From an optimization exercise on the open Yosys and OpenROAD flow, aimed at small area and a short achievable clock period; shortcuts taken in it are not production practice. Where RTL was checked, it was by simulation tests only, not by an equivalence proof against the original. Function not checked in run 7: the RTL went through the layout flow alone.

==> flow/design.v <==
module fmulc #(parameter [31:0] A = 32'h3f800000, parameter R = 0, parameter EXT = 0) (
input  wire clk,
input  wire [31:0] x,
input  wire [2:0] fl,      
output wire [31:0] p
);
localparam [7:0]  EA = A[30:23];
localparam integer CM  = (A[22:20] == 3'b000) ? 1 :
                         (A[22:20] == 3'b010) ? 5 :
                         (A[22:20] == 3'b100) ? 3 :
                         (A[22:20] == 3'b011) ? 11 : 7;
localparam integer TOP = (CM == 1) ? 24 : (CM == 3) ? 25 : (CM == 11) ? 27 : 26;
localparam [24:0] K = ((64'd1 << TOP) + CM - 1) / CM;
wire [23:0] mx = {1'b1, x[22:0]};
wire [27:0] x8 = {1'd0, mx, 3'd0};
wire [27:0] x2 = {3'd0, mx, 1'b0};
wire [27:0] x1 = {4'd0, mx};
wire [27:0] csum = x8 ^ x2 ^ x1;
wire [28:0] ccar = {((x8 & x2) | (x8 & x1) | (x2 & x1)), 1'b0};
wire [27:0] opa = (CM == 3) ? x2 : (CM == 5) ? {2'd0, mx, 2'd0} : (CM == 11) ? csum : x8;
wire [27:0] opb = (CM == 7) ? ~x1 : (CM == 11) ? ccar[27:0] : x1;
wire [27:0] prodc;
wire pco;
skadd #(28) madd(opa, opb, (CM == 7), prodc, pco);
wire [27:0] prod = (CM == 1) ? x1 : prodc;
wire [2:0] fi;
generate
  if (EXT) begin : g_ext
    assign fi = fl;
  end else begin : g_int
    fmflag #(A) ff(x, fi);
  end
endgenerate
wire ovf = fi[2];
wire [22:0] m = ovf ? prod[TOP-1 -: 23] : prod[TOP-2 -: 23];
wire [7:0] e0 = x[30:23] + (EA - 8'd127);
wire [7:0] e1 = x[30:23] + (EA - 8'd126);
wire [7:0] e = ovf ? e1 : e0;
wire [31:0] pp = fi[1] ? 32'd0 :
                 fi[0] ? 32'h7f800000 :
                 {A[31] ^ x[31], e, m};
pipe #(.W(32), .EN(R)) pr(clk, pp, p);
endmodule
module fmflag #(parameter [31:0] A = 32'h3f800000) (
input  wire [31:0] x,
output wire [2:0] f
);
localparam integer CM  = (A[22:20] == 3'b000) ? 1 :
                         (A[22:20] == 3'b010) ? 5 :
                         (A[22:20] == 3'b100) ? 3 :
                         (A[22:20] == 3'b011) ? 11 : 7;
localparam integer TOP = (CM == 1) ? 24 : (CM == 3) ? 25 : (CM == 11) ? 27 : 26;
localparam [24:0] K = ((64'd1 << TOP) + CM - 1) / CM;
assign f = {({2'b01, x[22:0]} >= K), x[30:23] == 8'd0, x[30:23] == 8'hff};
endmodule
module pipe #(parameter W = 1, parameter EN = 1) (
input  wire clk,
input  wire [W-1:0] d,
output wire [W-1:0] q
);
generate
  if (EN) begin : g_reg
    reg [W-1:0] r;
    always @(posedge clk) r <= d;
    assign q = r;
  end else begin : g_wire
    assign q = d;
  end
endgenerate
endmodule
module bkadd #(parameter N = 26) (
input  wire [N-1:0] a,
input  wire [N-1:0] b,
input  wire cin,
output wire [N-1:0] s,
output wire cout
);
reg [N:0] g, p;
integer l, i;
always @(*) begin
  g = {a & b, cin};
  p = {a ^ b, 1'b0};
  for (l = 1; l < 8; l = l + 1) begin
    for (i = (1 << l) - 1; i <= N; i = i + (1 << l)) begin
      g[i] = g[i] | (p[i] & g[i - (1 << (l-1))]);
      p[i] = p[i] & p[i - (1 << (l-1))];
    end
  end
  for (l = 7; l >= 1; l = l - 1) begin
    for (i = (1 << l) + (1 << (l-1)) - 1; i <= N; i = i + (1 << l)) begin
      g[i] = g[i] | (p[i] & g[i - (1 << (l-1))]);
      p[i] = p[i] & p[i - (1 << (l-1))];
    end
  end
end
assign s = (a ^ b) ^ g[N-1:0];
assign cout = g[N];
endmodule
module skadd #(parameter N = 26) (
input  wire [N-1:0] a,
input  wire [N-1:0] b,
input  wire cin,
output wire [N-1:0] s,
output wire cout
);
reg [N:0] g, p;
integer l, i;
always @(*) begin
  g = {a & b, cin};
  p = {a ^ b, 1'b0};
  for (l = 0; l < 6; l = l + 1)
    for (i = 0; i <= N; i = i + 1)
      if (i[l]) begin
        g[i] = g[i] | (p[i] & g[((i >> l) << l) - 1]);
        p[i] = p[i] & p[((i >> l) << l) - 1];
      end
end
assign s = (a ^ b) ^ g[N-1:0];
assign cout = g[N];
endmodule
module cmpgt #(parameter N = 31) (
input  wire [N-1:0] a,
input  wire [N-1:0] b,
output wire gt
);
reg [31:0] g, e;
integer l, i;
always @(*) begin
  g = 32'd0;
  e = {32{1'b1}};
  for (i = 0; i < N; i = i + 1) begin
    g[i] = a[i] & ~b[i];
    e[i] = ~(a[i] ^ b[i]);
  end
  for (l = 0; l < 5; l = l + 1)
    for (i = 0; i < (16 >> l); i = i + 1) begin
      g[i] = g[2*i+1] | (e[2*i+1] & g[2*i]);
      e[i] = e[2*i+1] & e[2*i];
    end
end
assign gt = g[0];
endmodule
module fexp (
input  wire [7:0] ea,
input  wire [7:0] eb,
output wire [7:0] x
);
wire [8:0] dab9 = {1'b0, ea} - {1'b0, eb};
wire [7:0] dba = eb - ea;
wire eeq = ~|dab9[7:0];
wire egt = ~dab9[8] & ~eeq;
wire [7:0] d = egt ? dab9[7:0] : dba;
assign x = {egt, eeq, |d[7:5], d[4:0]};
endmodule
module fadd #(parameter RA = 0, parameter RB = 0, parameter RC = 0, parameter RD = 1,
              parameter PRE = 0) (
input  wire clk,
input  wire [31:0] a,
input  wire [31:0] b,
input  wire [7:0] xe,
output wire [31:0] s
);
wire [7:0] xi;
generate
  if (PRE) begin : g_pre
    assign xi = xe;
  end else begin : g_exp
    fexp fe(a[30:23], b[30:23], xi);
  end
endgenerate
wire egt = xi[7];
wire eeq = xi[6];
wire mgt;
cmpgt #(23) cm(a[22:0], b[22:0], mgt);
wire agt = egt | (eeq & mgt);
wire [7:0]  a_emax = agt ? a[30:23] : b[30:23];
wire [22:0] a_mbig = agt ? a[22:0] : b[22:0];
wire [22:0] a_msml = agt ? b[22:0] : a[22:0];
wire a_sgn = agt ? a[31] : b[31];
wire a_sub = a[31] ^ b[31];
wire a_kill = xi[5];
wire [4:0] a_sh = xi[4:0];
wire [7:0]  b_emax;
wire [22:0] b_mbig, b_msml;
wire b_sgn, b_sub, b_kill;
wire [4:0] b_sh;
pipe #(.W(8+23+23+1+1+1+5), .EN(RA)) pa(clk,
  {a_emax, a_mbig, a_msml, a_sgn, a_sub, a_kill, a_sh},
  {b_emax, b_mbig, b_msml, b_sgn, b_sub, b_kill, b_sh});
wire [23:0] b_msh = (b_kill ? 24'd0 : ({1'b1, b_msml} >> b_sh)) ^ {24{b_sub}};
wire [7:0]  c_emax;
wire [22:0] c_mbig;
wire [23:0] c_msh;
wire c_sgn, c_sub;
pipe #(.W(8+23+24+1+1), .EN(RB)) pb(clk,
  {b_emax, b_mbig, b_msh, b_sgn, b_sub},
  {c_emax, c_mbig, c_msh, c_sgn, c_sub});
wire [24:0] c_r;
wire c_co;
skadd #(25) cadd({1'b0, 1'b1, c_mbig}, {c_sub, c_msh}, c_sub, c_r, c_co);
wire [7:0]  c_emax1 = c_emax + 8'd1;
wire [7:0]  d_emax1;
wire [24:0] d_r;
wire d_sgn;
pipe #(.W(8+25+1), .EN(RC)) pc(clk,
  {c_emax1, c_r, c_sgn},
  {d_emax1, d_r, d_sgn});
function [4:0] lzc32(input [31:0] v);
  reg [15:0] z1v; reg [15:0] z1c;
  reg [7:0] z2v; reg [15:0] z2c;
  reg [3:0] z3v; reg [11:0] z3c;
  reg [1:0] z4v; reg [7:0] z4c;
  integer k;
  begin
    for (k = 0; k < 16; k = k + 1) begin
      z1v[k] = v[2*k+1] | v[2*k];
      z1c[k] = ~v[2*k+1];
    end
    for (k = 0; k < 8; k = k + 1) begin
      z2v[k] = z1v[2*k+1] | z1v[2*k];
      z2c[2*k+1 -: 2] = z1v[2*k+1] ? {1'b0, z1c[2*k+1]} : {1'b1, z1c[2*k]};
    end
    for (k = 0; k < 4; k = k + 1) begin
      z3v[k] = z2v[2*k+1] | z2v[2*k];
      z3c[3*k+2 -: 3] = z2v[2*k+1] ? {1'b0, z2c[4*k+3 -: 2]} : {1'b1, z2c[4*k+1 -: 2]};
    end
    for (k = 0; k < 2; k = k + 1) begin
      z4v[k] = z3v[2*k+1] | z3v[2*k];
      z4c[4*k+3 -: 4] = z3v[2*k+1] ? {1'b0, z3c[6*k+5 -: 3]} : {1'b1, z3c[6*k+2 -: 3]};
    end
    lzc32 = z4v[1] ? {1'b0, z4c[7:4]} : {1'b1, z4c[3:0]};
  end
endfunction
wire tiny = ~|d_r[24:2];
wire [4:0] lz = tiny ? (d_r[1] ? 5'd21 : 5'd22) : lzc32({d_r, 7'd0});
wire [24:0] r1 = lz[4] ? {d_r[8:0], 16'd0} : d_r;
wire [24:0] r2 = lz[3] ? {r1[16:0], 8'd0} : r1;
wire [24:0] r3 = lz[2] ? {r2[20:0], 4'd0} : r2;
wire [24:0] r4 = lz[1] ? {r3[22:0], 2'd0} : r3;
wire [24:0] r5 = lz[0] ? {r4[23:0], 1'b0} : r4;
wire [7:0] e_n = d_emax1 - {3'd0, lz};
wire [31:0] d_s = {d_sgn, e_n, r5[23:1]};
pipe #(.W(32), .EN(RD)) pd(clk, d_s, s);
endmodule
module matrix_multi(input clk,
input wire rst,                  
input wire in_valid,             
input wire[127:0] buff_x,
output wire out_valid,           
output wire[95:0] buff_y);
localparam MR = 1;
localparam A1 = 0, B1 = 1, C1 = 1, D1 = 1;
localparam A2 = 1, B2 = 0, C2 = 1, D2 = 1;
localparam XR = 1;
localparam LAT = XR + MR + A1 + B1 + C1 + D1 + A2 + B2 + C2 + D2;
wire [127:0] xr;
pipe #(.W(128), .EN(XR)) px(clk, buff_x, xr);
wire [2:0] g00, g01, g02, g03, g10, g11, g13, g21, g22, g23;
wire [2:0] f00, f01, f02, f03, f10, f11, f13, f21, f22, f23;
fmflag #(32'h3f000000) fg00(buff_x[127:96], g00);
fmflag #(32'hbfc00000) fg01(buff_x[95:64],  g01);
fmflag #(32'hbf400000) fg02(buff_x[63:32],  g02);
fmflag #(32'hbf600000) fg03(buff_x[31:0],   g03);
fmflag #(32'h3f400000) fg10(buff_x[127:96], g10);
fmflag #(32'h3f000000) fg11(buff_x[95:64],  g11);
fmflag #(32'hbfa00000) fg13(buff_x[31:0],   g13);
fmflag #(32'hbe000000) fg21(buff_x[95:64],  g21);
fmflag #(32'h3fb00000) fg22(buff_x[63:32],  g22);
fmflag #(32'h3e800000) fg23(buff_x[31:0],   g23);
pipe #(.W(30), .EN(XR)) pf(clk,
  {g00, g01, g02, g03, g10, g11, g13, g21, g22, g23},
  {f00, f01, f02, f03, f10, f11, f13, f21, f22, f23});
wire [31:0] x1 = xr[127:96];
wire [31:0] x2 = xr[95:64];
wire [31:0] x3 = xr[63:32];
wire [31:0] x4 = xr[31:0];
wire [31:0] mp00, mp01, mp02, mp03, mp10, mp11, mp13, mp21, mp22, mp23;
wire [31:0] mul00, mul01, mul02, mul03;
wire [31:0] mul10, mul11, mul12, mul13;
wire [31:0] mp12, mp20;
wire [31:0] mul20, mul21, mul22, mul23;
fmulc #(32'h3f000000, 0, XR) mult00(clk, x1, f00, mp00);   
fmulc #(32'hbfc00000, 0, XR) mult01(clk, x2, f01, mp01);   
fmulc #(32'hbf400000, 0, XR) mult02(clk, x3, f02, mp02);   
fmulc #(32'hbf600000, 0, XR) mult03(clk, x4, f03, mp03);   
fmulc #(32'h3f400000, 0, XR) mult10(clk, x1, f10, mp10);   
fmulc #(32'h3f000000, 0, XR) mult11(clk, x2, f11, mp11);   
assign mp12 = mp02;
assign mul12 = mul02;                                    
fmulc #(32'hbfa00000, 0, XR) mult13(clk, x4, f13, mp13);   
assign mp20 = mp10;
assign mul20 = mul10;                                    
fmulc #(32'hbe000000, 0, XR) mult21(clk, x2, f21, mp21);   
fmulc #(32'h3fb00000, 0, XR) mult22(clk, x3, f22, mp22);   
fmulc #(32'h3e800000, 0, XR) mult23(clk, x4, f23, mp23);   
wire [7:0] xp00, xp01, xp10, xp11, xp20, xp21;
fexp fe00(mp00[30:23], mp01[30:23], xp00);
fexp fe01(mp02[30:23], mp03[30:23], xp01);
fexp fe10(mp10[30:23], mp11[30:23], xp10);
fexp fe11(mp12[30:23], mp13[30:23], xp11);
fexp fe20(mp20[30:23], mp21[30:23], xp20);
fexp fe21(mp22[30:23], mp23[30:23], xp21);
wire [7:0] xe00, xe01, xe10, xe11, xe20, xe21;
pipe #(.W(10*32 + 6*8), .EN(MR)) pm(clk,
  {mp00, mp01, mp02, mp03, mp10, mp11, mp13, mp21, mp22, mp23,
   xp00, xp01, xp10, xp11, xp20, xp21},
  {mul00, mul01, mul02, mul03, mul10, mul11, mul13, mul21, mul22, mul23,
   xe00, xe01, xe10, xe11, xe20, xe21});
wire [31:0] s00, s01, s10, s11, s20, s21;
fadd #(A1, B1, C1, D1, 1) ad00(clk, mul00, mul01, xe00, s00);
fadd #(A1, B1, C1, D1, 1) ad01(clk, mul02, mul03, xe01, s01);
fadd #(A1, B1, C1, D1, 1) ad10(clk, mul10, mul11, xe10, s10);
fadd #(A1, B1, C1, D1, 1) ad11(clk, mul12, mul13, xe11, s11);
fadd #(A1, B1, C1, D1, 1) ad20(clk, mul20, mul21, xe20, s20);
fadd #(A1, B1, C1, D1, 1) ad21(clk, mul22, mul23, xe21, s21);
fadd #(A2, B2, C2, D2, 0) ad02(clk, s00, s01, 8'd0, buff_y[95:64]);
fadd #(A2, B2, C2, D2, 0) ad12(clk, s10, s11, 8'd0, buff_y[63:32]);
fadd #(A2, B2, C2, D2, 0) ad22(clk, s20, s21, 8'd0, buff_y[31:0]);
reg [LAT-1:0] valid_pipe;
always @(posedge clk)
  if (rst) valid_pipe <= {LAT{1'b0}};
  else     valid_pipe <= {valid_pipe[LAT-2:0], in_valid};
assign out_valid = valid_pipe[LAT-1];
endmodule
==> flow/flow/run.sh <==
#!/bin/bash
# Own layout flow: the standard ORFS layout (standard.sh), with
#  - port buffers: buf_2 on inputs, buf_4 on outputs (a copy of the ORFS
#    scripts with that one change to global_place.tcl),
#  - timing repair aimed below the clock period.
set -euo pipefail
cp -r "$FLOW_HOME/scripts" scripts
sed -i 's/^\(\s*\)buffer_ports {\*}\[env_var_or_empty BUFFER_PORTS_ARGS\]/\1buffer_ports -inputs -buffer_cell sky130_fd_sc_hd__buf_2\n\1buffer_ports -outputs -buffer_cell sky130_fd_sc_hd__buf_4/' scripts/global_place.tcl
grep -n "buffer_ports" scripts/global_place.tcl > buffer_ports.log
export SCRIPTS_DIR="$PWD/scripts"
export SETUP_SLACK_MARGIN=9.3
bash standard.sh > standard.log 2>&1
==> flow/standard.sh <==
#!/bin/bash
# synth_recipe.tcl (not shown) runs the flow's synth.tcl, then flattens the netlist and writes it again
# the make line also repeats each setting of config.mk as NAME=value (left out here)
make -C /OpenROAD-flow-scripts/flow DESIGN_CONFIG=/design/flow/config.mk WORK_HOME=/design/flow/orfs CLKGATE_MAP_FILE= SYNTH_SCRIPT=/design/flow/synth_recipe.tcl "${@:-finish}"
==> flow/config.mk <==
export PLATFORM = sky130hd
export DESIGN_NAME = matrix_multi
export DESIGN_NICKNAME = matrix_multi
export VERILOG_FILES = /design/flow/design.v
export SDC_FILE = /design/flow/constraint.sdc
export NUM_CORES = 8
export LEC_CHECK = 0
export ABC_AREA = 1
export CAP_MARGIN = 20
export CORE_MARGIN = 2
export CORE_UTILIZATION = 70
export CTS_CLUSTER_DIAMETER = 100
export CTS_CLUSTER_SIZE = 24
export SLEW_MARGIN = 20
==> flow/constraint.sdc <==
create_clock -name core_clock -period 13.0 [get_ports {clk}]
set_input_delay 2.6000 -clock core_clock [delete_from_list [all_inputs] [get_ports {clk}]]
set_output_delay 2.6000 -clock core_clock [all_outputs]
set_load 0.01 [all_outputs]
==> impl_results.md, run 1 <==
* Status: timing/DRC/antenna clean
* DRC at 0
* Clock Sinks at 1610
* Crit start category: register
* Critical path required time at 10400 ps
* Final setup fails at 0
* Ports at 228
* Max-cap violation count at 0
* Number of hold buffers added after CTS at 0
* Layout cell share with drive strength beyond 1 at 0.0844
* Port Buf Inserts at 227
* Cell row count at 134
* Sequential area share after synthesis at 0.344
* Post-synthesis adder-cell area fraction at 0.117
* Buf/Inv on CP at 1
* Antenna violations before repair at 14
* Gr usage total at 0.390
* CTS tree: yes
* Worst min path class: register to register
* Fin. max-slew vios at 0
* Synth Instances at 13000
* Number of library cell types mapped by synthesis at 75
* Crit-path max cell delay at 370 ps
* GRT Residual Overflow at 0
* Number of flops mapped to enable cells by yosys at 0
* Compound-Gate Fraction of Synth Area at 0.132
* Cts bufs inserted at 79
* Largest net degree at the start of global routing at 82
* Critical Path End Type: output port
* Worst Tran Pin Value at 1080 ps
* Die width at 370 µm
* Nets at 14000
* Critical Path AT at 1200 ps
* Setup TNS at 0 ps
* Clock-pin slew on the worst setup and hold paths at 90 ps
* Synth Flop Type: dfxtp_1
* Period utilization at 0.292
* CP cell instances: buf_6
* Final Hold Vio Count at 0
* Relative slew slack at 0.281
* Drt first-iter violations at 11900
* Htree depth at 3
* Skew final at 49.1 ps
* Largest family of logic cells by synthesized area: simple AND/OR/NAND/NOR gates
* Syn nets at 13900
* Die Area at 137000 µm²
* Simple-Gate Fraction of Synth Area at 0.256
* Top sig layer: met5
* Top delay family on crit path: flip-flops
* Area Overhead vs Synth at 8.42%
* Post-Syn Area per Cell at 7.23 µm²
* Multiplexer share of the synthesized area at 0.0171
* Detailed Place HPWL at 214000 µm
* WL per Instance at 19.1 µm
* CP max stage cell: dfxtp_2
* Maximum fanout along the worst path at 1
* Routed Antenna Nets at 0
* Final wirelength at 283000 µm
* Met3 WL at 28800 µm
* Detail Route met2 WL at 129000 µm
* Max Root-Sink Buffers at 3
* RSZ-0062 raised after global routing: yes
* Via/cell ratio at 6.10
* FF+latch count, synth at 1610
* Final core occ at 0.763
* Placer congestion estimate at 1.03
* Met1 Wirelength at 113000 µm
* Post-synth ARST share at 0
* Vias at 90300
* Synthesis Warnings at 13
* Synth Area in XOR/XNOR at 0.0569
* Clock Latency Late Sink at 750 ps
* Fmax at 263 MHz
* Vias in the first global route at 83100
* Drt pass-1 iters at 9
* Initial core utilization at 0.704
* First-pass GRT wire length at 433000 µm
* Core area at 133000 µm²
* Root Driver: clkbuf_16
* Final min period at 3800 ps
* Setup CP Type: register to output port
* DIE HEIGHT at 370 µm
* Syn Std Cell Area at 93800 µm²
## synthesized netlist by cell type, types with 55 or more instances
master / number / area, µm²
nand4_1: 96 / 601
inv_1: 1325 / 4970
xnor2_1: 99 / 867
clkbuf_1: 310 / 1160
a21oi_1: 706 / 3530
o21ai_1: 55 / 275
buf_2: 109 / 546
o211ai_1: 72 / 541
o21bai_1: 63 / 473
nor2_1: 952 / 3570
ha_1: 698 / 8730
nor3_1: 106 / 531
nand2_1: 2788 / 10500
buf_1: 92 / 345
dfxtp_1: 1610 / 32200
xor2_1: 510 / 4470
o21ai_0: 1056 / 5290
a31oi_1: 90 / 563
mux2i_1: 106 / 1060
nand3_1: 1566 / 7840
fa_1: 110 / 2200
## per-stage QoR
step | cells | instance area, µm² | hold WS (ps) | setup WS [ps]
floorplan | 13000 | 93800 | 310 | 9300
global placement | 14500 | 95700 | 311 | 7480
detailed placement | 14500 | 95700 | 312 | 7490
CTS | 14700 | 99500 | 333 | 9160
global route | 14800 | 102000 | 336 | 8950
finish | 14800 | 102000 | 333 | 9200
## flip-flops by register name (all words and copies together) (netlist names), 62 cells and up
signal and count:
pm.g_reg.r 340, px.g_reg.r 128, ad02.pa.g_reg.r 62, ad12.pa.g_reg.r 62, ad22.pa.g_reg.r 62
## per-layer routing
layer,vias to the layer above,track usage
met5,-,0
met4,14,0.153
met3,923,0.0679
met2,5127,0.635
met1,41500,0.515
li1,42800,-
## placed cells by master (no fill, tap or decap), types with 36 or more instances in the layout
cell           n
o31ai_1       36
fa_1         106
o211ai_1      72
dfxtp_1     1485
a21oi_2       38
nor3_1       100
xnor2_1       97
clkinvlp_4    38
ha_1         688
nor2_2        40
buf_6        110
o21ai_0      993
o21bai_1      60
nand2_1     2757
mux2i_1      106
a21oi_1      676
buf_2        131
nand4_1       96
mux2_2        48
nor2_1       913
xor2_1       507
o21ai_1       99
buf_4        177
inv_1       1291
a31oi_1       77
clkbuf_16     90
nand3_1     1557
dfxtp_2      117
## cell families after synthesis
kind of cell | after synthesis
and+or+nand+nor | 5639
AOI/OAI and AO/OA | 2246
buffers and inverters | 1905
DFF | 1610
adders and majority gates | 808
xor gates and xnor gates | 609
muxes | 154
## final timing paths
path / from / to / slack, ps / cells after the start
setup reg to reg: ad02.pa.g_reg.r[0] / ad02.pc.g_reg.r[25] / 9280 / 25
hold / removal: ad20.pc.g_reg.r[0] / ad20.pd.g_reg.r[31] / 330 / 0
setup / recovery: ad22.pd.g_reg.r[24] / buff_y[24] / 9200 / 1
hold reg to reg: ad20.pc.g_reg.r[0] / ad20.pd.g_reg.r[31] / 330 / 0
## what timing repair did
item	in CTS	in global routing
endpoints found under the setup margin	624	498
cloned	29	19
resized for setup	342	321
buffers inserted	39	116
pin swaps	18	81
## area by class of cell
class | instances | area, µm²
diodes | 6 | 15.0
clock buffers | 86 | 2100
clock inverters | 11 | 136
fillers | 9867 | 31600
inverters | 1383 | 5390
multi-input cells | 9468 | 55500
flip-flops and latches | 1610 | 32400
well taps | 1768 | 2210
repair buffers | 441 | 3740
repair inverters | 28 | 160
==> run 2, diff against run 1 <==
--- a/flow/flow/run.sh
+++ b/flow/flow/run.sh
@@ -8,5 +8,5 @@
 sed -i 's/^\(\s*\)buffer_ports {\*}\[env_var_or_empty BUFFER_PORTS_ARGS\]/\1buffer_ports -inputs -buffer_cell sky130_fd_sc_hd__buf_2\n\1buffer_ports -outputs -buffer_cell sky130_fd_sc_hd__buf_4/' scripts/global_place.tcl
 grep -n "buffer_ports" scripts/global_place.tcl > buffer_ports.log
 export SCRIPTS_DIR="$PWD/scripts"
-export SETUP_SLACK_MARGIN=9.3
+export SETUP_SLACK_MARGIN=9.2
 bash standard.sh > standard.log 2>&1
==> run 2 against run 1 <==
Routed wire length is 0.62% lower. First-iteration DRC count is 0.54% lower. Cell area decreased by 0.98%. Non-clock buffer count down 35. Synthesized cell count unchanged.
==> impl_results.md, run 2 <==
* Syn nets at 13900
* Root Driver: clkbuf_16
* CP max stage cell: dfxtp_2
* Buf/Inv on CP at 1
* CTS tree: yes
* Dominant cell by count in the synthesized netlist: nand2_1
* Vias at 90100
* Worst Hold End: ad00.pc.g_reg.r[0]
* Number of library cell types mapped by synthesis at 75
* Worst hold slack at 329 ps
* Max-cap violation count at 0
* Maximum fanout along the worst path at 1
* Status: timing/DRC/antenna clean
* Routed Antenna Nets at 0
* Clock Latency Late Sink at 740 ps
* Clock Sinks at 1610
* Synthesis Warnings at 13
* Die width at 370 µm
* DRC at 0
* Sequential area share after synthesis at 0.344
* Die Area at 137000 µm²
* Yosys top cell area share at 0.344
* Ports at 228
* GRT Residual Overflow at 0
* Via/cell ratio at 6.11
* R2r startpoint: ad12.pa.g_reg.r[0]
* Leading cell type in the layout, fill and taps excluded: nand2_1
* Syn Std Cell Area at 93800 µm²
* Critical path required time at 10400 ps
* Worst min path class: register to register
* Largest net degree at the start of global routing at 110
* Skew final at 37.1 ps
* Synth Flop Type: dfxtp_1
* Period utilization at 0.292
* Initial core utilization at 0.704
* Max Root-Sink Buffers at 3
* Detailed Place HPWL at 215000 µm
* Synth cell count leaders: nand2_1 (2788), dfxtp_1 (1610), nand3_1 (1566)
* Final wirelength at 282000 µm
* Fin. max-slew vios at 0
* DIE HEIGHT at 370 µm
* R2R cell count at 18
* Drt first-iter violations at 11800
* Drt pass-1 iters at 9
* Post-synth ARST share at 0
* First-pass GRT wire length at 433000 µm
* Biggest register: pm.g_reg.r
* Critical Path End Type: output port
* Worst R2R End: ad12.pc.g_reg.r[17]
* Hold Path Stages at 0
* Gr usage total at 0.389
* Cts bufs inserted at 80
* Critical Path AT at 1200 ps
* Max reg flops at 340
* WL per Instance at 19.1 µm
* Final Hold Vio Count at 0
* Placer congestion estimate at 1.04
* Number of flops mapped to enable cells by yosys at 0
* Fmax at 263 MHz
* Cell row count at 134
* FF+latch count, synth at 1610
* Final min period at 3800 ps
* Clock-pin slew on the worst setup and hold paths at 90 ps
* Synth Instances at 13000
* CP cell instances: buf_6
* Worst Tran Pin Value at 1140 ps
* Vias in the first global route at 82700
* Largest cells by area after synthesis: dfxtp_1 (34%), nand2_1 (11%), ha_1 (9.3%), nand3_1 (8.4%), o21ai_0 (5.6%)
* Top delay family on crit path: flip-flops
* Reg2reg setup slack at 9260 ps
* Post-Syn Area per Cell at 7.23 µm²
* Top cell type by total area after synthesis: dfxtp_1
* Final setup fails at 0
* Htree depth at 3
* Hold Crit Start: ad00.pb.g_reg.r[1]
* Setup CP Type: register to output port
* RSZ-0062 raised after global routing: yes
* Crit-path max cell delay at 370 ps
* Antenna violations before repair at 14
* Nets at 13900
* Biggest regs: pm.g_reg.r x340, px.g_reg.r x128
* Core area at 133000 µm²
* Area Overhead vs Synth at 7.36%
* Most frequent cells in the layout: nand2_1 (2761), nand3_1 (1560), dfxtp_1 (1534)
* Relative slew slack at 0.234
* Crit start category: register
* Final core occ at 0.755
* Port Buf Inserts at 227
* Setup TNS at 0 ps
* Layout cell share with drive strength beyond 1 at 0.0727
[run 2: cells by family (layout without fill, tap and decap cells)]
kind of cell	Yosys count	after routing	share of synthesized area
xor+xnor	609	609	0.0569
other cells	0	3	0
fa+ha+maj	808	808	0.117
buf+inv	1905	1914	0.0783
flops	1610	1610	0.344
mux	154	154	0.0171
simple gates	5639	5647	0.256
compound gates	2246	2246	0.132
[run 2: layout make-up]
cell class,instances,area [µm²]
well taps,1768,2210
fillers,9922,32600
diodes,3,7.51
repair inverters,25,140
flip-flops and latches,1610,32300
clock inverters,15,209
multi-input cells,9464,55100
clock buffers,85,2100
inverters,1383,5370
repair buffers,406,3190
[run 2: metrics by stage]
stage                     std cells  setup slack, ps  area, µm²
after floorplan               13000             9290      93800
after global placement        14500             7820      95700
after detailed placement      14500             7980      95700
after CTS                     14600             9040      98800
after global routing          14800             9000     101000
final                         14800             9200     101000
[run 2: worst max path at each step]
| stage | depth (start not counted) | end | from |
|---|---|---|---|
| 6_report | 1 | buff_y[24] | ad22.pd.g_reg.r[24] |
| 2_1_floorplan | 8 | pf.g_reg.r[11] | buff_x[1] |
| 3_5_place_dp | 20 | ad10.pd.g_reg.r[30] | ad10.pc.g_reg.r[24] |
| 5_1_grt | 19 | ad10.pd.g_reg.r[30] | ad10.pc.g_reg.r[24] |
| 4_1_cts | 19 | ad10.pd.g_reg.r[30] | ad10.pc.g_reg.r[24] |
| 3_3_place_gp | 20 | ad10.pd.g_reg.r[30] | ad10.pc.g_reg.r[24] |
[run 2: timing repair]
item,4_1_cts,5_1_grt
pin swaps,6,40
gates cloned,17,20
hold buffers,0,0
setup buffers,23,102
resized for setup,170,276
setup endpoints to repair,493,475
[run 2: metal layers]
| layer | global-route usage | share of wire | vias to the layer above |
|---|---|---|---|
| met5 | 0 | 0.00013 | - |
| met2 | 0.627 | 0.45 | 5095 |
| li1 | - | - | 42700 |
| met4 | 0.167 | 0.050 | 6 |
| met3 | 0.0637 | 0.10 | 1025 |
| met1 | 0.517 | 0.40 | 41300 |
==> run 3, diff against run 2 <==
--- a/flow/config.mk
+++ b/flow/config.mk
@@ -5,7 +5,7 @@
 export SDC_FILE = /design/flow/constraint.sdc
 export NUM_CORES = 8
 export LEC_CHECK = 0
-export ABC_AREA = 1
+export ABC_AREA = 0
 export CAP_MARGIN = 20
 export CORE_MARGIN = 2
 export CORE_UTILIZATION = 70
==> run 3 against run 2 <==
Still clean. Cell area grew 7.7%. Area after synthesis grew 1.2%. Critical path depth grew 14. Global-route usage grew 0.55 points. Clock-buffer cell count shrank 2. Flip-flop and latch count is the same. Critical endpoint is now ad20.pb.g_reg.r[3]. Largest cell class unchanged.
==> impl_results.md, run 3 <==
* Status: timing/DRC/antenna clean
* Sequential area share after synthesis at 0.340
* Setup CP Type: register to register
* Gr usage total at 0.395
* Grt met1 use at 0.511
* Final min period at 4820 ps
* CTS tree: yes
* Via/cell ratio at 6.71
* Routed Antenna Nets at 0
* Fin cells at 12600
* R2R cell count at 15
* Final worst setup slack at 8180 ps
* Clock-pin slew on the worst setup and hold paths at 120 ps
* Synth cell count leaders: dfxtp_1 (1610), nor2_1 (984), nand2_1 (752)
* Syn Std Cell Area at 94900 µm²
* Critical path required time at 13630 ps
* Core area at 135000 µm²
* Post-Place Cells at 12100
* Biggest regs: pm.g_reg.r x340, px.g_reg.r x128
* First-pass GRT wire length at 436000 µm
* FF+latch count, synth at 1610
* Crit path launch: pm.g_reg.r[121]
* Maximum fanout along the worst path at 16
* Detailed Place HPWL at 208000 µm
* Port Buf Inserts at 227
* Die width at 372 µm
* Layout cell share with drive strength beyond 1 at 0.198
* Htree depth at 3
* WL per Instance at 24.3 µm
* Clock Latency Late Sink at 760 ps
* Clock Sinks at 1610
* Drt pass-1 iters at 9
* Number of flops mapped to enable cells by yosys at 0
* Most frequent cells in the layout: dfxtp_1 (1434), nor2_1 (951), nand2_1 (738)
* Area Overhead vs Synth at 14.2%
* Fmax at 207 MHz
* Critical Path AT at 5460 ps
* Relative slew slack at 0.189
* Worst R2R End: ad20.pb.g_reg.r[3]
* Cell row count at 135
* Skew final at 37.8 ps
* R2r startpoint: pm.g_reg.r[121]
* Final Hold Vio Count at 0
* Final wirelength at 306000 µm
* Vias at 84700
* GRT Residual Overflow at 0
* Dominant cell by count in the synthesized netlist: dfxtp_1
* Fin. max-slew vios at 0
* Ports at 228
* RSZ-0062 raised after global routing: yes
* Biggest register: pm.g_reg.r
* Max Root-Sink Buffers at 3
* Initial core utilization at 0.703
* Setup TNS at 0 ps
* Yosys top cell area share at 0.340
* Final core occ at 0.803
* Max reg flops at 340
* Final setup fails at 0
* Worst Tran Pin Value at 1210 ps
* Reg2reg setup slack at 8180 ps
* Root Driver: clkbuf_16
* Worst Hold End: ad02.pd.g_reg.r[31]
* M2 GR Usage at 0.646
* Leading cell type in the layout, fill and taps excluded: dfxtp_1
* Busiest layer in global routing: met2
* Worst min path class: register to register
* Antenna violations before repair at 26
* DIE HEIGHT at 372 µm
* Top cell type by total area after synthesis: dfxtp_1
* Hold Crit Start: ad02.pc.g_reg.r[0]
* Cts bufs inserted at 79
* Setup WS pre-CTS at 7880 ps
* Number of hold buffers added after CTS at 0
* Synth Flop Type: dfxtp_1
* Number of library cell types mapped by synthesis at 95
* DRC at 0
* Placer congestion estimate at 1.03
* Post-Syn Area per Cell at 9.03 µm²
* Crit start category: register
* Syn nets at 11500
* Largest cells by area after synthesis: dfxtp_1 (34%), ha_1 (9.2%), mux2i_1 (6.5%), nor2_1 (3.9%), mux2_2 (3.9%)
* Fillers at 8184
* Hold Path Stages at 0
* M3 GR Usage at 0.0709
* Critical Path End Type: register
* Die Area at 139000 µm²
* Period utilization at 0.371
* Vias in the first global route at 78100
* Synthesis Warnings at 13
* Post-synth ARST share at 0
* Largest net degree at the start of global routing at 64
* Drt first-iter violations at 10600
* Nets at 11800
* Synth Instances at 10500
* Max-cap violation count at 0
-- run 3: cell count changes after synthesis, moves of 242 or more --
| cell | before | now |
|---|---|---|
| nand2_1 | 2788 | 752 |
| nand3_1 | 1566 | 222 |
| inv_1 | 1325 | 615 |
| o21ai_0 | 1056 | 513 |
| mux2i_1 | 106 | 619 |
| xnor2_1 | 99 | 394 |
| mux2_2 | 48 | 326 |
| xor2_1 | 510 | 268 |
-- run 3: worst max-delay path by stage --
stage          cells past startpoint             endpoint  slack (ps)
2_1_floorplan                     21  ad22.pc.g_reg.r[25]        8610
3_3_place_gp                      15  ad01.pd.g_reg.r[29]        7970
3_5_place_dp                      19  ad22.pc.g_reg.r[25]        7880
4_1_cts                           20  ad22.pc.g_reg.r[25]        8480
5_1_grt                           22   ad02.pc.g_reg.r[9]        8200
6_report                          15   ad20.pb.g_reg.r[3]        8180
-- run 3: cell type report --
| cell class | count | area [µm²] | share of cell area |
|---|---|---|---|
| Timing Repair Buffer | 708 | 6740 | 0.0622 |
| Multi-Input combinational cell | 7772 | 62100 | 0.573 |
| Inverter | 647 | 2530 | 0.0233 |
| Antenna cell | 11 | 27.5 | 0.000254 |
| Sequential cell | 1610 | 32500 | 0.300 |
| Tap cell | 1781 | 2230 | 0.0206 |
| Timing Repair inverter | 5 | 27.5 | 0.000254 |
| Clock inverter | 13 | 121 | 0.00112 |
| Clock buffer | 83 | 2080 | 0.0192 |
-- run 3: metal layers --
metal | up-vias | routed length, µm
met1 | 39900 | 116000
met5 | - | 126
met4 | 20 | 20200
met2 | 5574 | 139000
li1 | 37800 | -
met3 | 1459 | 31500
-- run 3: logic make-up (layout without fill, tap and decap cells) --
| logic type | count (synthesis) | in the layout | synth area share |
|---|---|---|---|
| XOR/XNOR | 662 | 662 | 0.0611 |
| multiplexers | 1092 | 1092 | 0.139 |
| AND/OR/NAND/NOR | 2891 | 2894 | 0.141 |
| other | 0 | 11 | 0 |
| buffers and inverters | 1141 | 1456 | 0.0462 |
| AO/OA/AOI/OAI | 2310 | 2314 | 0.158 |
| adder cells (fa/ha/maj) | 810 | 810 | 0.115 |
| flip-flops | 1610 | 1610 | 0.340 |
-- run 3: worst max-delay path, stage by stage (launching register included) --
cell       delay (ps)
dfxtp_4           400
inv_1              80
ha_1              310
a21oi_1            90
o21ai_0           610
o21ai_2           270
a41oi_4           330
buf_4             190
bufbuf_16         320
mux2i_1           130
mux2i_1           500
a221oi_1          180
o22ai_1           700
nor2b_1           280
o21bai_1          130
xnor2_1           150
-- run 3: timing repair --
action / in CTS / in global routing
pin swaps: 125 / 205
cloned: 32 / 24
endpoints found under the setup margin: 598 / 498
buffers inserted: 185 / 189
resized for setup: 541 / 676
-- run 3: through the flow --
stage          area (µm²)  hold slack (ps)
5_1_grt            108000              338
3_5_place_dp        97400              312
3_3_place_gp        97400              310
2_1_floorplan       95200              310
6_report           108000              332
4_1_cts            104000              333
==> run 4, diff against run 3 <==
--- a/flow/design.v
+++ b/flow/design.v
@@ -146,11 +146,13 @@
 output wire [7:0] x
 );
 wire [8:0] dab9 = {1'b0, ea} - {1'b0, eb};
-wire [7:0] dba = eb - ea;
+wire neg = dab9[8];
 wire eeq = ~|dab9[7:0];
-wire egt = ~dab9[8] & ~eeq;
-wire [7:0] d = egt ? dab9[7:0] : dba;
-assign x = {egt, eeq, |d[7:5], d[4:0]};
+wire egt = ~neg & ~eeq;
+wire [4:0] low = dab9[4:0];
+wire [4:0] sh = neg ? (~low + 5'd1) : low;
+wire kill = neg ? ~(&dab9[7:5] & |low) : |dab9[7:5];
+assign x = {egt, eeq, kill, sh};
 endmodule
 module fadd #(parameter RA = 0, parameter RB = 0, parameter RC = 0, parameter RD = 1,
               parameter PRE = 0) (
--- a/flow/flow/run.sh
+++ b/flow/flow/run.sh
@@ -8,5 +8,5 @@
 sed -i 's/^\(\s*\)buffer_ports {\*}\[env_var_or_empty BUFFER_PORTS_ARGS\]/\1buffer_ports -inputs -buffer_cell sky130_fd_sc_hd__buf_2\n\1buffer_ports -outputs -buffer_cell sky130_fd_sc_hd__buf_4/' scripts/global_place.tcl
 grep -n "buffer_ports" scripts/global_place.tcl > buffer_ports.log
 export SCRIPTS_DIR="$PWD/scripts"
-export SETUP_SLACK_MARGIN=9.2
+export SETUP_SLACK_MARGIN=9.25
 bash standard.sh > standard.log 2>&1
--- a/flow/config.mk
+++ b/flow/config.mk
@@ -5,7 +5,7 @@
 export SDC_FILE = /design/flow/constraint.sdc
 export NUM_CORES = 8
 export LEC_CHECK = 0
-export ABC_AREA = 0
+export ABC_AREA = 1
 export CAP_MARGIN = 20
 export CORE_MARGIN = 2
 export CORE_UTILIZATION = 70
==> run 4 against run 3 <==
Routed wire length down 9.3%. Core utilization fell by 5.0 points. Largest cell class unchanged. Still clean on timing, DRC and antenna. First-iteration DRC count up 15%.
==> impl_results.md, run 4 <==
* Buf/Inv on CP at 1
* Clock Latency Late Sink at 760 ps
* Drt first-iter violations at 12200
* CTS tree: yes
* Cell row count at 133
* Routed Antenna Nets at 0
* Area of the multi-input gates at 53400 µm²
* Number of hold buffers added after CTS at 0
* FF+latch count, synth at 1610
* Syn Std Cell Area at 92200 µm²
* Setup CP Type: register to output port
* Largest cells by area after synthesis: dfxtp_1 (35%), nand2_1 (12%), ha_1 (8.9%), nand3_1 (8.2%), inv_1 (5.4%)
* M3 GR Usage at 0.0618
* Core area at 131000 µm²
* Final wirelength at 278000 µm
* Critical Path End Type: output port
* Die width at 367 µm
* Fin cells at 14500
* Post-Place Cells at 14200
* Worst min path class: register to register
* Root Driver: clkbuf_16
* Max Root-Sink Buffers at 3
* Layout cell share with drive strength beyond 1 at 0.0751
* Vias at 88100
* Detailed Place HPWL at 210000 µm
* DRC at 0
* Skew final at 43.3 ps
* Yosys top cell area share at 0.350
* Htree depth at 3
* Area Overhead vs Synth at 7.21%
* RSZ-0062 raised after global routing: yes
* Number of library cell types mapped by synthesis at 78
* Worst Tran Pin Value at 1160 ps
* Synth cell count leaders: nand2_1 (2891), dfxtp_1 (1610), nand3_1 (1515)
* Critical Path AT at 1240 ps
* CP cell instances: buf_6
* Fmax at 261 MHz
* Drt pass-1 iters at 12
* CP max stage cell: dfxtp_4
* Max-cap violation count at 0
* Via/cell ratio at 6.08
* Final Hold Vio Count at 0
* Antenna violations before repair at 10
* Final min period at 3840 ps
* Maximum fanout along the worst path at 1
* Dominant cell by count in the synthesized netlist: nand2_1
* Max reg flops at 340
* Post-Syn Area per Cell at 7.25 µm²
* Relative slew slack at 0.228
* Largest net degree at the start of global routing at 87
* Busiest layer in global routing: met2
* Most frequent cells in the layout: nand2_1 (2873), nand3_1 (1507), dfxtp_1 (1491)
* Synthesis Warnings at 13
* Setup TNS at 0 ps
* Leading cell type in the layout, fill and taps excluded: nand2_1
* Register area at 32400 µm²
* Placer congestion estimate at 1.00
* Crit-path max cell delay at 400 ps
* Biggest register: pm.g_reg.r
* Clock Sinks at 1610
* Nets at 13600
* Port Buf Inserts at 227
* Vias in the first global route at 80800
* Grt met1 use at 0.515
* Syn nets at 13600
* Sequential area share after synthesis at 0.350
* Cts bufs inserted at 78
* Initial core utilization at 0.703
* Biggest regs: pm.g_reg.r x340, px.g_reg.r x128
* Top cell type by total area after synthesis: dfxtp_1
* DIE HEIGHT at 367 µm
* Ports at 228
* Final setup fails at 0
* Top delay family on crit path: flip-flops
* Period utilization at 0.295
* Die Area at 135000 µm²
* Post-synth ARST share at 0
* Crit start category: register
* Clock-pin slew on the worst setup and hold paths at 100 ps
* Synth Flop Type: dfxtp_1
* GRT Residual Overflow at 0
* Final core occ at 0.754
* M2 GR Usage at 0.629
* Number of flops mapped to enable cells by yosys at 0
* Synth Instances at 12700
* Critical path required time at 10400 ps
* First-pass GRT wire length at 425000 µm
* WL per Instance at 19.2 µm
* Gr usage total at 0.387
* Status: timing/DRC/antenna clean
* Fillers at 9973
* Fin. max-slew vios at 0
-- run 4: area by class of cell --
type,instances,share of cell area
flip-flops and latches,1610,0.328
inverters,1387,0.0543
clock inverters,12,0.00148
repair buffers,388,0.0323
multi-input cells,9242,0.541
well taps,1755,0.0222
clock buffers,81,0.0200
diodes,4,0.000101
repair inverters,18,0.00106
-- run 4: path summary, 6_finish.rpt --
| check | from | cells after the start | endpoint | slack [ps] |
|---|---|---|---|---|
| setup reg to reg | ad12.pa.g_reg.r[1] | 16 | ad12.pc.g_reg.r[17] | 9390 |
| setup / recovery | ad12.pd.g_reg.r[28] | 1 | buff_y[60] | 9160 |
| hold / removal | ad01.pb.g_reg.r[1] | 0 | ad01.pc.g_reg.r[0] | 320 |
| hold reg to reg | ad01.pb.g_reg.r[1] | 0 | ad01.pc.g_reg.r[0] | 320 |
-- run 4: cells by family after synthesis --
logic type                 count (synthesis)  synth area share
muxes                                    176            0.0198
buffers and inverters                   1881            0.0802
adders and majority gates                757             0.111
AOI/OAI and AO/OA                       2067             0.123
DFF                                     1610             0.350
and+or+nand+nor                         5631             0.260
xor gates and xnor gates                 595            0.0565
-- run 4: per-stage QoR --
step / hold slack [ps] / area, µm² / setup WS, ps
after global routing: 337 / 98800 / 9010
after detailed placement: 313 / 93900 / 8270
after floorplan: 310 / 92200 / 9290
final: 320 / 98800 / 9160
after CTS: 334 / 97100 / 9130
after global placement: 310 / 93900 / 8300
-- run 4: worst reg2reg max path, stage by stage (launching register included) --
cell        delay (ps)
dfxtp_4            470
clkinvlp_4         180
buf_4              170
o21ai_1            190
o21ai_2            110
o21ai_0            180
a21oi_1             80
xor2_1             180
ha_1               340
a21oi_1            190
o21ai_0            100
a21oi_1            170
inv_1              110
a211oi_2           340
nand2_4            140
fa_1               420
xor2_1             150
-- run 4: timing repair --
| item | 4_1_cts | 5_1_grt |
|---|---|---|
| pin swaps | 7 | 47 |
| endpoints found under the setup margin | 401 | 409 |
| buffers inserted | 18 | 98 |
| resized for setup | 275 | 202 |
| gates cloned | 16 | 23 |
-- run 4: routing by layer --
metal  vias to the layer above  wire, µm  share of wire
met2                      4921    124000           0.45
li1                      41800         -              -
met5                         -        36        0.00013
met4                         6     13500          0.049
met3                       921     26800          0.097
met1                     40500    113000           0.41
==> run 5, diff against run 4 <==
--- a/flow/flow/run.sh
+++ b/flow/flow/run.sh
@@ -8,5 +8,5 @@
 sed -i 's/^\(\s*\)buffer_ports {\*}\[env_var_or_empty BUFFER_PORTS_ARGS\]/\1buffer_ports -inputs -buffer_cell sky130_fd_sc_hd__buf_2\n\1buffer_ports -outputs -buffer_cell sky130_fd_sc_hd__buf_4/' scripts/global_place.tcl
 grep -n "buffer_ports" scripts/global_place.tcl > buffer_ports.log
 export SCRIPTS_DIR="$PWD/scripts"
-export SETUP_SLACK_MARGIN=9.25
+export SETUP_SLACK_MARGIN=9.2
 bash standard.sh > standard.log 2>&1
--- a/flow/config.mk
+++ b/flow/config.mk
@@ -8,7 +8,7 @@
 export ABC_AREA = 1
 export CAP_MARGIN = 20
 export CORE_MARGIN = 2
-export CORE_UTILIZATION = 70
+export CORE_UTILIZATION = 78
 export CTS_CLUSTER_DIAMETER = 100
 export CTS_CLUSTER_SIZE = 24
 export SLEW_MARGIN = 20
==> run 5 against run 4 <==
Still clean on timing, DRC and antenna. Sequential share of layout area increased by 0.25 points. Synthesized cell count unchanged. Final cell count decreased by 1.7%. Fmax about the same.
==> impl_results.md, run 5 <==
* Status: timing/DRC/antenna clean
* Ports at 228
* Yosys top cell area share at 0.350
* Fin. max-slew vios at 0
* Biggest register: pm.g_reg.r
* Post-synth ARST share at 0
* Setup CP Type: register to output port
* Synth Instances at 12700
* RSZ-0062 raised after global routing: yes
* R2R cell count at 23
* Placed Area at 93600 µm²
* Nets at 13600
* R2r startpoint: pm.g_reg.r[119]
* Area Overhead vs Synth at 6.04%
* Reg2reg setup slack at 9280 ps
* Largest cells by area after synthesis: dfxtp_1 (35%), nand2_1 (12%), ha_1 (8.9%), nand3_1 (8.2%), inv_1 (5.4%)
* Root Driver: clkbuf_16
* Clock-pin slew on the worst setup and hold paths at 90 ps
* Number of library cell types mapped by synthesis at 78
* CP max stage cell: dfxtp_4
* Vias at 88700
* Final wirelength at 271000 µm
* WL per Instance at 19.0 µm
* Critical Path End Type: output port
* Cts bufs inserted at 78
* Hold Crit Start: ad12.pc.g_reg.r[0]
* Cell row count at 126
* Stages on the worst setup path at 1
* Final Hold Vio Count at 0
* Fmax at 261 MHz
* Critical Path AT at 1230 ps
* Maximum fanout along the worst path at 1
* Die width at 348 µm
* Synthesis Warnings at 13
* Drt pass-1 iters at 29
* Max-cap violation count at 0
* Syn Std Cell Area at 92200 µm²
* Leading cell type in the layout, fill and taps excluded: nand2_1
* Top sig layer: met5
* Critical path required time at 10400 ps
* Drt first-iter violations at 11900
* Crit-path max cell delay at 410 ps
* Detail Route met2 WL at 120000 µm
* Top delay family on crit path: flip-flops
* Crit path to: buff_y[60]
* Met3 WL at 31800 µm
* Worst Tran Pin Value at 1120 ps
* Placer congestion estimate at 1.08
* Gr usage total at 0.426
* Clock Sinks at 1610
* Sequential area share after synthesis at 0.350
* Final min period at 3830 ps
* Initial core utilization at 0.784
* FF+latch count, synth at 1610
* Clock Latency Late Sink at 720 ps
* Biggest regs: pm.g_reg.r x340, px.g_reg.r x128
* Max reg flops at 340
* Setup TNS at 0 ps
* Htree depth at 3
* Relative slew slack at 0.249
* Number of flops mapped to enable cells by yosys at 0
* Buf/Inv on CP at 1
* Port Buf Inserts at 227
* Fin cells at 14200
* Worst min path class: register to register
* Largest net degree at the start of global routing at 87
* Vias in the first global route at 82200
* Dominant cell by count in the synthesized netlist: nand2_1
* Synth cell count leaders: nand2_1 (2891), dfxtp_1 (1610), nand3_1 (1515)
* Synth Flop Type: dfxtp_1
* Register area at 32300 µm²
* Met1 Wirelength at 102000 µm
* Worst R2R End: ad10.pb.g_reg.r[2]
* Crit path launch: ad12.pd.g_reg.r[28]
* Skew final at 32.1 ps
* Die Area at 121000 µm²
* Final Cell Area at 97700 µm²
* Period utilization at 0.295
* First-pass GRT wire length at 421000 µm
* Core area at 118000 µm²
* Post-Place Cells at 14000
* Max Root-Sink Buffers at 3
* Routed Antenna Nets at 0
* Post-Syn Area per Cell at 7.25 µm²
* Crit start category: register
* Detailed Place HPWL at 205000 µm
* Most frequent cells in the layout: nand2_1 (2877), dfxtp_1 (1577), nand3_1 (1509)
* Top cell type by total area after synthesis: dfxtp_1
* GRT Residual Overflow at 0
* Via/cell ratio at 6.23
* Syn nets at 13600
* Final setup fails at 0
* CTS tree: yes
* Layout cell share with drive strength beyond 1 at 0.0656
* DRC at 0
* Area of the multi-input gates at 53300 µm²
* Fillers at 7590
* CP cell instances: buf_6
* Antenna violations before repair at 27
* DIE HEIGHT at 348 µm
run 5: worst min-delay path by stage:
| stage | cells after the start | slack [ps] | to |
|---|---|---|---|
| 3_3_place_gp | 0 | 310 | ad02.pd.g_reg.r[31] |
| 6_report | 0 | 330 | ad12.pd.g_reg.r[31] |
| 3_5_place_dp | 0 | 310 | ad02.pc.g_reg.r[0] |
| 2_1_floorplan | 0 | 310 | ad00.pc.g_reg.r[0] |
| 5_1_grt | 0 | 340 | ad22.pc.g_reg.r[0] |
| 4_1_cts | 0 | 330 | ad22.pc.g_reg.r[0] |
run 5: repair_timing:
action                                 CTS  global route
endpoints found under the hold margin    0             0
gates resized for setup                115           170
cloned                                  13            19
pin swaps                                4            31
setup endpoints to repair              274           321
setup buffers                           15            81
hold buffers                             0             0
run 5: cells by family after synthesis:
family                     synth area share
xor gates and xnor gates             0.0565
adders and majority gates             0.111
DFF                                   0.350
and+or+nand+nor                       0.260
buffers and inverters                0.0802
AOI/OAI and AO/OA                     0.123
muxes                                0.0198
run 5: stage by stage:
| step | hold slack [ps] | utilization | setup WS [ps] |
|---|---|---|---|
| 6_report | 330 | 0.831 | 9170 |
| 5_1_grt | 337 | 0.831 | 9040 |
| 4_1_cts | 329 | 0.819 | 9080 |
| 3_5_place_dp | 312 | 0.796 | 8320 |
| 3_3_place_gp | 310 | 0.796 | 8490 |
| 2_1_floorplan | 310 | - | 9290 |
run 5: cell type report:
class,instances,area share
Inverter,1387,0.0547
Tap cell,1536,0.0197
Clock inverter,10,0.00102
Clock buffer,81,0.0206
Multi-Input combinational cell,9238,0.546
Timing Repair Buffer,364,0.0268
Sequential cell,1610,0.330
Timing Repair inverter,16,0.000922
Antenna cell,6,0.000154
run 5: layer usage:
metal	vias up	track usage
met2	5580	0.686
li1	41600	-
met1	40300	0.541
met3	1223	0.0927
met5	-	0
met4	30	0.211
==> run 6, diff against run 5 <==
--- a/flow/config.mk
+++ b/flow/config.mk
@@ -8,7 +8,8 @@
 export ABC_AREA = 1
 export CAP_MARGIN = 20
 export CORE_MARGIN = 2
-export CORE_UTILIZATION = 78
+export CORE_UTILIZATION = 70
 export CTS_CLUSTER_DIAMETER = 100
 export CTS_CLUSTER_SIZE = 24
+export GPL_TIMING_DRIVEN = 0
 export SLEW_MARGIN = 20
==> run 6 against run 5 <==
Still clean. Core utilization decreased by 7.1 points. Die area up 11%. First-iteration DRC count up 6.8%. Largest cell class unchanged. Highest routed layer unchanged.
==> impl_results.md, run 6 <==
* Largest cells by area after synthesis: dfxtp_1 (35%), nand2_1 (12%), ha_1 (8.9%), nand3_1 (8.2%), inv_1 (5.4%)
* Htree depth at 3
* Clock Sinks at 1610
* Worst min path class: register to register
* Fmax at 260 MHz
* Fillers at 9587
* Syn Std Cell Area at 92200 µm²
* Setup TNS at 0 ps
* Antenna violations before repair at 17
* Placer congestion estimate at 1.12
* Detail Route met2 WL at 132000 µm
* Register area at 32300 µm²
* Critical path required time at 10400 ps
* Biggest register: pm.g_reg.r
* GRT Residual Overflow at 0
* Final setup fails at 0
* R2R cell count at 17
* Clock Latency Late Sink at 750 ps
* Fin. max-slew vios at 0
* CP max stage cell: dfxtp_2
* Synth Flop Type: dfxtp_1
* Top delay family on crit path: flip-flops
* Number of library cell types mapped by synthesis at 78
* Hold Path Stages at 0
* DIE HEIGHT at 367 µm
* Die width at 367 µm
* Routed Antenna Nets at 0
* Leading cell type in the layout, fill and taps excluded: nand2_1
* Worst Hold End: ad12.pc.g_reg.r[0]
* Synth Instances at 12700
* Cts bufs inserted at 79
* Max-cap violation count at 0
* Critical Path End Type: output port
* CTS tree: yes
* Sequential area share after synthesis at 0.350
* Relative slew slack at 0.381
* Hold Crit Start: ad12.pa.g_reg.r[7]
* Die Area at 135000 µm²
* Worst R2R End: ad22.pc.g_reg.r[17]
* Final wirelength at 296000 µm
* Crit-path max cell delay at 380 ps
* Critical Path AT at 1240 ps
* Maximum fanout along the worst path at 1
* Biggest regs: pm.g_reg.r x340, px.g_reg.r x128
* Syn nets at 13600
* Gr usage total at 0.418
* Ports at 228
* Buf/Inv on CP at 1
* Yosys top cell area share at 0.350
* Final min period at 3840 ps
* Port Buf Inserts at 226
* Number of flops mapped to enable cells by yosys at 0
* Synth cell count leaders: nand2_1 (2891), dfxtp_1 (1610), nand3_1 (1515)
* Max reg flops at 340
* Drt first-iter violations at 12700
* DRC at 0
* Root Driver: clkbuf_16
* Area of the multi-input gates at 53200 µm²
* Area Overhead vs Synth at 8.07%
* Period utilization at 0.295
* FF+latch count, synth at 1610
* Top cell type by total area after synthesis: dfxtp_1
* Dominant cell by count in the synthesized netlist: nand2_1
* Max Root-Sink Buffers at 3
* Post-Syn Area per Cell at 7.25 µm²
* Fin cells at 14800
* Via/cell ratio at 6.14
* Post-synth ARST share at 0
* Vias in the first global route at 85900
* Layout cell share with drive strength beyond 1 at 0.0744
* WL per Instance at 19.9 µm
* Met3 WL at 32200 µm
* Clock-pin slew on the worst setup and hold paths at 90 ps
* Vias at 91200
* Detailed Place HPWL at 235000 µm
* Initial core utilization at 0.703
* Met1 Wirelength at 115000 µm
* Status: timing/DRC/antenna clean
* RSZ-0062 raised after global routing: yes
* R2r startpoint: ad22.pa.g_reg.r[1]
* Synthesis Warnings at 13
* Setup CP Type: register to output port
* Most frequent cells in the layout: nand2_1 (2882), dfxtp_1 (1520), nand3_1 (1514)
* Core area at 131000 µm²
* Worst Tran Pin Value at 918 ps
* Final Hold Vio Count at 0
* Drt pass-1 iters at 29
* CP cell instances: buf_6
* Skew final at 35.7 ps
* First-pass GRT wire length at 454000 µm
* Reg2reg setup slack at 9240 ps
* Nets at 14000
* Top sig layer: met5
* Post-Place Cells at 14700
* Largest net degree at the start of global routing at 25
* Cell row count at 133
* Crit start category: register
run 6: layout make-up:
type	count	share of cell area
inverter	1387	0.0526
timing repair buffer	265	0.0201
sequential	1610	0.325
antenna	4	0.000100
buffer	494	0.0238
clock buffer	87	0.0213
tap	1755	0.0220
multi-input combinational	9226	0.534
clock inverter	13	0.00142
run 6: cell families after synthesis:
family                     share of synthesized area
AOI/OAI and AO/OA                              0.123
xor gates and xnor gates                      0.0565
adders and majority gates                      0.111
buffers and inverters                         0.0802
DFF                                            0.350
muxes                                         0.0198
and+or+nand+nor                                0.260
run 6: worst max-delay path by stage:
stage,slack (ps),cells after the start,endpoint,startpoint
2_1_floorplan,9290,8,pf.g_reg.r[11],buff_x[1]
3_3_place_gp,8730,12,pf.g_reg.r[17],buff_x[96]
3_5_place_dp,8580,18,pm.g_reg.r[23],pf.g_reg.r[23]
4_1_cts,9090,25,ad22.pc.g_reg.r[24],ad22.pa.g_reg.r[0]
5_1_grt,9100,19,ad22.pc.g_reg.r[17],ad22.pa.g_reg.r[0]
6_report,9160,1,buff_y[29],ad22.pd.g_reg.r[29]
run 6: routing by layer:
metal  GRT usage  vias to the layer above
met1       0.531                    41600
met4       0.194                       10
met3      0.0869                     1340
met2       0.681                     5746
li1            -                    42400
met5           0                        -
run 6: per-stage QoR:
stage	hold slack [ps]	utilization	setup slack [ps]	area [µm²]
3_3_place_gp	311	0.730	8730	95700
6_report	329	0.760	9160	99600
4_1_cts	333	0.751	9090	98400
5_1_grt	336	0.759	9100	99600
3_5_place_dp	312	0.730	8580	95700
2_1_floorplan	310	-	9290	92200
run 6: timing repair:
item	CTS	global route
pin swaps	8	51
endpoints found under the setup margin	130	184
buffers inserted	4	35
hold buffers	0	0
gates resized for setup	167	342
==> run 7, diff against run 6 <==
--- a/flow/design.v
+++ b/flow/design.v
@@ -252,7 +252,7 @@
 output wire[95:0] buff_y);
 localparam MR = 1;
 localparam A1 = 0, B1 = 1, C1 = 1, D1 = 1;
-localparam A2 = 1, B2 = 0, C2 = 1, D2 = 1;
+localparam A2 = 0, B2 = 1, C2 = 1, D2 = 1;
 localparam XR = 1;
 localparam LAT = XR + MR + A1 + B1 + C1 + D1 + A2 + B2 + C2 + D2;
 wire [127:0] xr;
--- a/flow/config.mk
+++ b/flow/config.mk
@@ -11,5 +11,4 @@
 export CORE_UTILIZATION = 70
 export CTS_CLUSTER_DIAMETER = 100
 export CTS_CLUSTER_SIZE = 24
-export GPL_TIMING_DRIVEN = 0
 export SLEW_MARGIN = 20
==> run 7 against run 6 <==
Cell area decreased by 0.84%. Area after synthesis is 0.29% higher. Worst hold slack improved by 4.9 ps. Flip-flop and latch count is 15 lower. Still clean on timing, DRC and antenna. Critical path depth did not move. Routed wire length fell by 1.9%. Register-to-register slack better by 40 ps. Core utilization fell by 0.74 points. Critical path type unchanged. Critical endpoint is now buff_y[62]. Die area up 0.29%.
==> impl_results.md, run 7 <==
* Status: timing/DRC/antenna clean
* Hold Crit Start: ad12.pb.g_reg.r[1]
* DRC at 0
* GRT Residual Overflow at 0
* Final min period at 3820 ps
* RSZ-0062 raised after global routing: yes
* Fillers at 9873
* CP cell instances: buf_6
* Nets at 13700
* Max reg flops at 340
* Relative slew slack at 0.239
* Max Root-Sink Buffers at 3
* Buf/Inv on CP at 1
* Cts bufs inserted at 77
* Dominant cell by count in the synthesized netlist: nand2_1
* Synth Flop Type: dfxtp_1
* Ports at 228
* Top cell type by total area after synthesis: dfxtp_1
* Synth Instances at 12800
* Number of library cell types mapped by synthesis at 72
* Biggest regs: pm.g_reg.r x340, px.g_reg.r x128
* Detailed Place HPWL at 220000 µm
* Setup CP Type: register to output port
* Clock Latency Late Sink at 770 ps
* Vias in the first global route at 83100
* First-pass GRT wire length at 444000 µm
* Core area at 131000 µm²
* Biggest register: pm.g_reg.r
* Maximum fanout along the worst path at 1
* Setup TNS at 0 ps
* Final setup fails at 0
* Max-cap violation count at 0
* Root Driver: clkbuf_16
* Crit start category: register
* Clock Sinks at 1595
* Worst R2R End: pm.g_reg.r[23]
* Post-synth ARST share at 0
* Post-Syn Area per Cell at 7.22 µm²
* Clock-pin slew on the worst setup and hold paths at 100 ps
* Die Area at 135000 µm²
* Critical Path AT at 1220 ps
* Most frequent cells in the layout: nand2_1 (2708), nand3_1 (1892), dfxtp_1 (1555)
* Drt first-iter violations at 12300
* Critical path required time at 10400 ps
* Skew final at 42.6 ps
* Reg2reg setup slack at 9280 ps
* R2R cell count at 20
* DIE HEIGHT at 367 µm
* Synth Area in XOR/XNOR at 0.0568
* Crit-path max cell delay at 380 ps
* Worst Hold End: ad12.pc.g_reg.r[0]
* Leading cell type in the layout, fill and taps excluded: nand2_1
* Number of flops mapped to enable cells by yosys at 0
* Antenna violations before repair at 17
* Worst min path class: register to register
* Period utilization at 0.294
* Vias at 90000
* Via/cell ratio at 6.18
* Routed Antenna Nets at 0
* Largest cells by area after synthesis: dfxtp_1 (35%), nand2_1 (11%), nand3_1 (10%), ha_1 (8.9%), inv_1 (5.4%)
* Layout cell share with drive strength beyond 1 at 0.0663
* Fmax at 262 MHz
* Critical Path End Type: output port
run 7: changes by cell type in the layout (fill, tap and decap cells not counted), sizes merged, moves of 37 or more:
cell / previous run / this run
clkinvlp: 7 / 44
nand2: 2917 / 2755
clkbuf: 359 / 87
buf: 487 / 370
nand3: 1522 / 1919
o21ai: 1052 / 1010
run 7: repair_timing:
item / CTS / global route
buffers inserted: 13 / 67
resized for setup: 143 / 164
endpoints found under the setup margin: 379 / 288
pin swaps: 8 / 22
cloned: 22 / 21
run 7: area by class of cell:
type                    count  share of cell area
multi-input cells        9334               0.547
flip-flops and latches   1595               0.324
inverters                1396              0.0543
repair buffers            378              0.0301
well taps                1755              0.0222
clock buffers              80              0.0202
clock inverters            10            0.000976
repair inverters           18            0.000938
diodes                      4            0.000101
run 7: worst max-delay path by stage:
stage | start | to | cells after the start
6_report | ad12.pd.g_reg.r[30] | buff_y[62] | 1
5_1_grt | ad20.pd.g_reg.r[23] | ad22.pb.g_reg.r[2] | 21
4_1_cts | ad01.pc.g_reg.r[24] | ad01.pd.g_reg.r[30] | 17
3_5_place_dp | ad01.pc.g_reg.r[24] | ad01.pd.g_reg.r[30] | 16
3_3_place_gp | ad01.pc.g_reg.r[24] | ad01.pd.g_reg.r[30] | 16
2_1_floorplan | buff_x[1] | pf.g_reg.r[11] | 8
run 7: kinds of logic after synthesis:
kind of cell,Yosys count
AOI/OAI and AO/OA,1979
adders and majority gates,760
xor gates and xnor gates,591
DFF,1595
buffers and inverters,1893
muxes,157
and+or+nand+nor,5831
run 7: worst reg2reg max path: cells and delay by family, from the launching register on:
kind / cells / cell delay (ps)
AOI/OAI and AO/OA: 6 / 1110
xor gates and xnor gates: 1 / 170
adders and majority gates: 2 / 590
buffers and inverters: 2 / 290
DFF: 1 / 470
and+or+nand+nor: 9 / 960
run 7: per-stage QoR:
stage                     setup WS (ps)  hold slack [ps]   util  instances  cell area [µm²]
after floorplan                    9290              310      -      12800            92400
after global placement             7820              310  0.719      14400            94400
after detailed placement           7830              312  0.719      14400            94400
after CTS                          9070              332  0.741      14500            97300
after global routing               9110              340  0.752      14600            98700
final                              9180              334  0.752      14600            98800
run 7: layer usage:
metal | up-vias | wire length, µm | GRT usage
met5 | - | 116 | 0
met2 | 5358 | 129000 | 0.649
met3 | 1205 | 31600 | 0.0810
met4 | 18 | 17200 | 0.201
met1 | 41200 | 112000 | 0.525
li1 | 42200 | - | -

## what the ideal ports hide
How much do the figures lean on ideal ports? The routed layouts below were timed once more, with nothing changed but the port constraints. Step 1, drivers: a clkbuf_16 drives clk and a buf_2 each remaining input, both assumed. Step 2 moves the port delays by t, midway between the first and last clock arrival at a register: inputs arrive t later, outputs are due t later. That takes back most of the time a late clock gives input paths. Three values: ideal ports, drivers, drivers and shift; two values: the first two.
| run | t, ns | slack for setup (ns) | pins driven straight from the clock port |
|---|---|---|---|
| run 1 | 0.808 | 9.200 / 9.117 / 8.828 | 1 |
| run 2 | 0.813 | 9.202 / 9.114 / 8.733 | 1 |
| run 3 | 0.835 | 8.177 / 8.177 / 8.177 | 1 |
| run 4 | 0.816 | 9.163 / 9.079 / 8.625 | 1 |
| run 5 | 0.796 | 9.166 / 9.072 / 8.813 | 1 |
| run 6 | 0.826 | 9.161 / 9.072 / 8.644 | 1 |
| run 7 | 0.833 | 9.179 / 9.088 / 8.686 | 1 |
After both steps every run listed still meets setup and hold. The setup slack of run 4, which loses most, moves by -0.084 ns with the drivers and by -0.538 ns with both steps.
